From an optimization exercise on the open Yosys and OpenROAD flow, aimed at small area and a short achievable clock period; shortcuts taken in it are not production practice. Function was checked by simulation only, so behaviour that the tests miss may differ from the original.

v6:
==> flow/design.v <==
module muldiv (input [31:0] a, input [31:0] b, input is_mul,
               output [31:0] prod, output [31:0] quot);
    wire [31:0] y = is_mul ? a : ~b;        
    wire cin = ~is_mul;                     
    wire [31:0] r [0:32];
    assign r[32] = is_mul ? 32'b0 : a;
    genvar i;
    generate for (i = 31; i >= 0; i = i - 1) begin : step
        localparam W = 32 - i;
        wire hi_nz;
        wire [W-1:0] rn;
        if (i == 0) begin : h0
            assign hi_nz = 1'b0;
        end else begin : h1
            assign hi_nz = |b[31:32-i];
        end
        md_step #(.W(W)) st (.x(r[i+1][31:i]), .y(y[W-1:0]), .cin(cin), .hi_nz(hi_nz),
                             .is_mul(is_mul), .mb(b[i]), .q(quot[i]), .xn(rn));
        if (i == 0) begin : r0
            assign r[i] = rn;
        end else begin : r1
            assign r[i] = {rn, r[i+1][i-1:0]};
        end
    end endgenerate
    assign prod = r[0];
endmodule
module md_step #(parameter W = 32) (input [W-1:0] x, input [W-1:0] y, input cin, input hi_nz,
                                    input is_mul, input mb, output q, output [W-1:0] xn);
    wire [W:0] s = {1'b0, x} + {1'b0, y} + {{W{1'b0}}, cin};
    wire take = is_mul ? mb : (~hi_nz & s[W]);
    assign q = take;
    assign xn = take ? s[W-1:0] : x;
endmodule
module registerFile (
    input         clk,
    input         reset,
    input  [4:0]  read_addr_1,
    input  [4:0]  read_addr_2,
    input  [4:0]  write_addr,
    input  [31:0] write_data,
    input         reg_write,
    output [31:0] read_data_1,
    output [31:0] read_data_2
);
    reg [31:0] regs [0:31];
    reg [31:0] valid;
    always @(posedge clk or posedge reset) begin
        if (reset)
            valid <= 32'b0;
        else if (reg_write)
            valid[write_addr] <= 1'b1;
    end
    genvar i;
    generate for (i = 0; i < 32; i = i + 1) begin : r
        always @(posedge clk)
            if (reg_write && write_addr == i)
                regs[i] <= write_data;
    end endgenerate
    wire [31:0] sel1 = (32'b1 << read_addr_1) & valid;
    wire [31:0] sel2 = (32'b1 << read_addr_2) & valid;
    genvar b;
    generate for (b = 0; b < 32; b = b + 1) begin : rd
        wire [31:0] col;
        for (i = 0; i < 32; i = i + 1) begin : c
            assign col[i] = regs[i][b];
        end
        rf_read_bit rb1 (.sel(sel1), .d(col), .q(read_data_1[b]));
        rf_read_bit rb2 (.sel(sel2), .d(col), .q(read_data_2[b]));
    end endgenerate
endmodule
module rf_read_bit (input [31:0] sel, input [31:0] d, output q);
    wire [3:0] z;
    genvar j;
    generate for (j = 0; j < 4; j = j + 1) begin : g
        rf_and_or8 u (.sel(sel[8*j+7:8*j]), .d(d[8*j+7:8*j]), .z(z[j]));
    end endgenerate
    rf_or4 o (.a(z[0]), .b(z[1]), .c(z[2]), .d(z[3]), .y(q));
endmodule
module rf_and_or8 (input [7:0] sel, input [7:0] d, output z);
    wire [3:0] y = ~((sel[7:4] & d[7:4]) | (sel[3:0] & d[3:0]));
    assign z = ~&y;
endmodule
module rf_or4 (input a, input b, input c, input d, output y);
    assign y = a | b | c | d;
endmodule
module alu (
    input  [31:0] a,         
    input  [31:0] b,         
    input  [31:0] imm,       
    input         use_imm,   
    input         op_add,    
    input         op_sub,    
    input         op_and,
    input         op_or,
    input         op_sltu,
    input         op_sll,
    input         op_mul,
    input         op_not,
    input         op_mov,
    input         op_div,
    output [31:0] result
);
    wire        subtract = op_sub | op_sltu;
    wire [31:0] bop = use_imm ? imm : b;
    wire [32:0] sum = {1'b0, a} + {1'b0, subtract ? ~b : bop} + {32'b0, subtract};
    wire        ltu = ~sum[32];
    wire [31:0] shl = (|b[31:5]) ? 32'b0 : (a << b[4:0]);
    wire [31:0] prod, quot;
    muldiv md1 (.a(a), .b(b), .is_mul(op_mul), .prod(prod), .quot(quot));
    assign result = ({32{op_add | op_sub}} & sum[31:0])
                  | ({32{op_and}}  & (a & b))
                  | ({32{op_or}}   & (a | b))
                  | ({32{op_sltu}} & {31'b0, ltu})
                  | ({32{op_sll}}  & shl)
                  | ({32{op_mul}}  & prod)
                  | ({32{op_not}}  & ~a)
                  | ({32{op_mov}}  & b)
                  | ({32{op_div}}  & quot);
endmodule
module processor(clk, reset, imem_addr, instruction, dmem_addr, dmem_wdata, dmem_we, dmem_rdata);
    input clk, reset;
    output [4:0] imem_addr;        
    input  [31:0] instruction;     
    output [7:0] dmem_addr;        
    output [31:0] dmem_wdata;      
    output dmem_we;                
    input  [31:0] dmem_rdata;      
    wire [6:0] opcode = instruction[6:0];
    wire [4:0] rd     = instruction[11:7];
    wire [2:0] f3     = instruction[14:12];
    wire [4:0] rs1    = instruction[19:15];
    wire [4:0] rs2    = instruction[24:20];
    wire [6:0] f7     = instruction[31:25];
    wire is_r    = opcode == 7'b0110011;
    wire is_addi = opcode == 7'b0010011;
    wire is_lw   = opcode == 7'b0000011;
    wire is_sw   = opcode == 7'b0100011;
    wire is_beq  = opcode == 7'b1100011;
    reg  [4:0] pc;
    wire [31:0] r1, r2;
    wire [4:0] pc_plus1 = pc + 5'd1;
    wire [4:0] pc_branch = pc_plus1 + {instruction[11:8], 1'b0};
    wire taken = is_beq & (r1 == r2);
    always @(posedge clk or posedge reset) begin
        if (reset)
            pc <= 5'd0;
        else
            pc <= taken ? pc_branch : pc_plus1;
    end
    assign imem_addr = pc;
    wire f7_0 = f7 == 7'b0000000;
    wire f7_1 = f7 == 7'b0000001;
    wire f7_s = f7 == 7'b0100000;
    wire r_sub  = is_r & f7_s & (f3 == 3'b000);
    wire r_and  = is_r & f7_0 & (f3 == 3'b111);
    wire r_or   = is_r & f7_0 & (f3 == 3'b110);
    wire r_sltu = is_r & f7_0 & (f3 == 3'b011);
    wire r_sll  = is_r & f7_0 & (f3 == 3'b100);
    wire r_mul  = is_r & f7_0 & (f3 == 3'b101);
    wire r_not  = is_r & f7_1 & (f3 == 3'b000);
    wire r_mov  = is_r & f7_1 & (f3 == 3'b001);
    wire r_div  = is_r & f7_1 & (f3 == 3'b010);
    wire r_add  = ~(r_sub | r_and | r_or | r_sltu | r_sll | r_mul | r_not | r_mov | r_div);
    wire [31:0] immI = {{20{instruction[31]}}, instruction[31:20]};
    wire [31:0] alu_out;
    alu alu1 (.a(r1), .b(r2), .imm(immI), .use_imm(is_addi),
              .op_add(r_add), .op_sub(r_sub), .op_and(r_and), .op_or(r_or),
              .op_sltu(r_sltu), .op_sll(r_sll), .op_mul(r_mul), .op_not(r_not),
              .op_mov(r_mov), .op_div(r_div), .result(alu_out));
    wire reg_write = ~(is_sw | is_beq);
    wire [31:0] wdata = is_lw ? dmem_rdata : alu_out;
    registerFile register_file1 (.clk(clk), .reset(reset),
        .read_addr_1(rs1), .read_addr_2(rs2),
        .write_addr(rd), .write_data(wdata), .reg_write(reg_write),
        .read_data_1(r1), .read_data_2(r2));
    wire [7:0] imm_lo = is_sw ? {instruction[27:25], instruction[11:7]} : instruction[27:20];
    assign dmem_addr  = r1[7:0] + imm_lo;
    assign dmem_wdata = r2;
    assign dmem_we    = is_sw & ~reset;
endmodule
Settings: LEC_CHECK=0, CAP_MARGIN=20, CORE_MARGIN=2, CORE_UTILIZATION=35, SLEW_MARGIN=20, SYNTH_HIERARCHICAL=1; clock period 150.0 ns.
run.sh (not shown) runs the stock make flow with config.mk's settings and CLKGATE_MAP_FILE= SYNTH_SCRIPT=/design/flow/synth_recipe.tcl, a recipe that flattens the netlist after the stock synthesis.
> inputs changed (v6 -> v7)
--- a/flow/design.v
+++ b/flow/design.v
@@ -1,5 +1,5 @@
-module muldiv (input [31:0] a, input [31:0] b, input is_mul,
+module muldiv (input [31:0] a, input [31:0] b, input [31:0] m, input is_mul,
                output [31:0] prod, output [31:0] quot);
     wire [31:0] y = is_mul ? a : ~b;        
     wire cin = ~is_mul;                     
     wire [31:0] r [0:32];
@@ -14,9 +14,9 @@
         end else begin : h1
             assign hi_nz = |b[31:32-i];
         end
         md_step #(.W(W)) st (.x(r[i+1][31:i]), .y(y[W-1:0]), .cin(cin), .hi_nz(hi_nz),
-                             .is_mul(is_mul), .mb(b[i]), .q(quot[i]), .xn(rn));
+                             .is_mul(is_mul), .mb(m[i]), .q(quot[i]), .xn(rn));
         if (i == 0) begin : r0
             assign r[i] = rn;
         end else begin : r1
             assign r[i] = {rn, r[i+1][i-1:0]};
@@ -92,31 +92,22 @@
     input         op_sub,    
     input         op_and,
     input         op_or,
     input         op_sltu,
-    input         op_sll,
-    input         op_mul,
     input         op_not,
     input         op_mov,
-    input         op_div,
     output [31:0] result
 );
     wire        subtract = op_sub | op_sltu;
     wire [31:0] bop = use_imm ? imm : b;
     wire [32:0] sum = {1'b0, a} + {1'b0, subtract ? ~b : bop} + {32'b0, subtract};
     wire        ltu = ~sum[32];
-    wire [31:0] shl = (|b[31:5]) ? 32'b0 : (a << b[4:0]);
-    wire [31:0] prod, quot;
-    muldiv md1 (.a(a), .b(b), .is_mul(op_mul), .prod(prod), .quot(quot));
     assign result = ({32{op_add | op_sub}} & sum[31:0])
                   | ({32{op_and}}  & (a & b))
                   | ({32{op_or}}   & (a | b))
                   | ({32{op_sltu}} & {31'b0, ltu})
-                  | ({32{op_sll}}  & shl)
-                  | ({32{op_mul}}  & prod)
                   | ({32{op_not}}  & ~a)
-                  | ({32{op_mov}}  & b)
-                  | ({32{op_div}}  & quot);
+                  | ({32{op_mov}}  & b);
 endmodule
 module processor(clk, reset, imem_addr, instruction, dmem_addr, dmem_wdata, dmem_we, dmem_rdata);
     input clk, reset;
     output [4:0] imem_addr;        
@@ -164,12 +155,17 @@
     wire [31:0] immI = {{20{instruction[31]}}, instruction[31:20]};
     wire [31:0] alu_out;
     alu alu1 (.a(r1), .b(r2), .imm(immI), .use_imm(is_addi),
               .op_add(r_add), .op_sub(r_sub), .op_and(r_and), .op_or(r_or),
-              .op_sltu(r_sltu), .op_sll(r_sll), .op_mul(r_mul), .op_not(r_not),
-              .op_mov(r_mov), .op_div(r_div), .result(alu_out));
+              .op_sltu(r_sltu), .op_not(r_not), .op_mov(r_mov), .result(alu_out));
+    wire [31:0] pow2 = (|r2[31:5]) ? 32'b0 : (32'b1 << r2[4:0]);
+    wire [31:0] mfac = f3[0] ? r2 : pow2;
+    wire [31:0] prod, quot;
+    muldiv md1 (.a(r1), .b(r2), .m(mfac), .is_mul(f3[2]), .prod(prod), .quot(quot));
+    wire use_arr = r_mul | r_sll | r_div;
+    wire [31:0] arr_out = f3[2] ? prod : quot;
     wire reg_write = ~(is_sw | is_beq);
-    wire [31:0] wdata = is_lw ? dmem_rdata : alu_out;
+    wire [31:0] wdata = use_arr ? arr_out : (is_lw ? dmem_rdata : alu_out);
     registerFile register_file1 (.clk(clk), .reset(reset),
         .read_addr_1(rs1), .read_addr_2(rs2),
         .write_addr(rd), .write_data(wdata), .reg_write(reg_write),
         .read_data_1(r1), .read_data_2(r2));
Findings:
On area share of xor/xnor cells in the synthesized design, v6 and v7 are basically level.
Any difference in fraction of the mapped netlist area in adder cells between v6 and v7 is small enough to ignore.
v7 against v6: global routing met1 resource utilization decreased 0.76 points, sequential share of layout area increased 0.41 points.
Critical path depth: v7 < v6
A end point of the critical path of register_file1.regs[23][20] is what v6 shows, while register_file1.regs[16][20] belongs to v7.
Diff v6 -> v7 | vertical die dimension | down slightly
Between v6 and v7, simple logic cell fraction of the synthesized area is higher for v6, v7 comes in under that.

afterwards: timing with drivers on the ports:
In the flow no input, the clock included, has a driving cell. The finished layouts below were timed again as built, in two steps. Step 1 (the two cells are an assumption about what drives the block):
set clk [get_ports {clk}]
set_driving_cell -lib_cell sky130_fd_sc_hd__clkbuf_16 $clk
set_driving_cell -lib_cell sky130_fd_sc_hd__buf_2 [delete_from_list [all_inputs] $clk]
Step 2 times the ports against the registers' clock, not the clock port: input delays grow and output delays shrink by t, the midpoint of the rising clock arrivals with the driver on. Three values: ideal ports, drivers, drivers and shift; two values: the first two.
| run | t, ns | setup slack, ns | hold slack, ns |
|---|---|---|---|
| v6 | 0.765 | 47.873 / 47.850 / 47.085 | 0.489 / 0.489 / 0.489 |
| v7 | 0.778 | 47.781 / 47.813 / 47.034 | 0.490 / 0.490 / 0.490 |
After both steps setup and hold are still met in every run listed. The setup slack of v6, which loses most, moves by -0.023 ns with the drivers and by -0.788 ns with both steps.
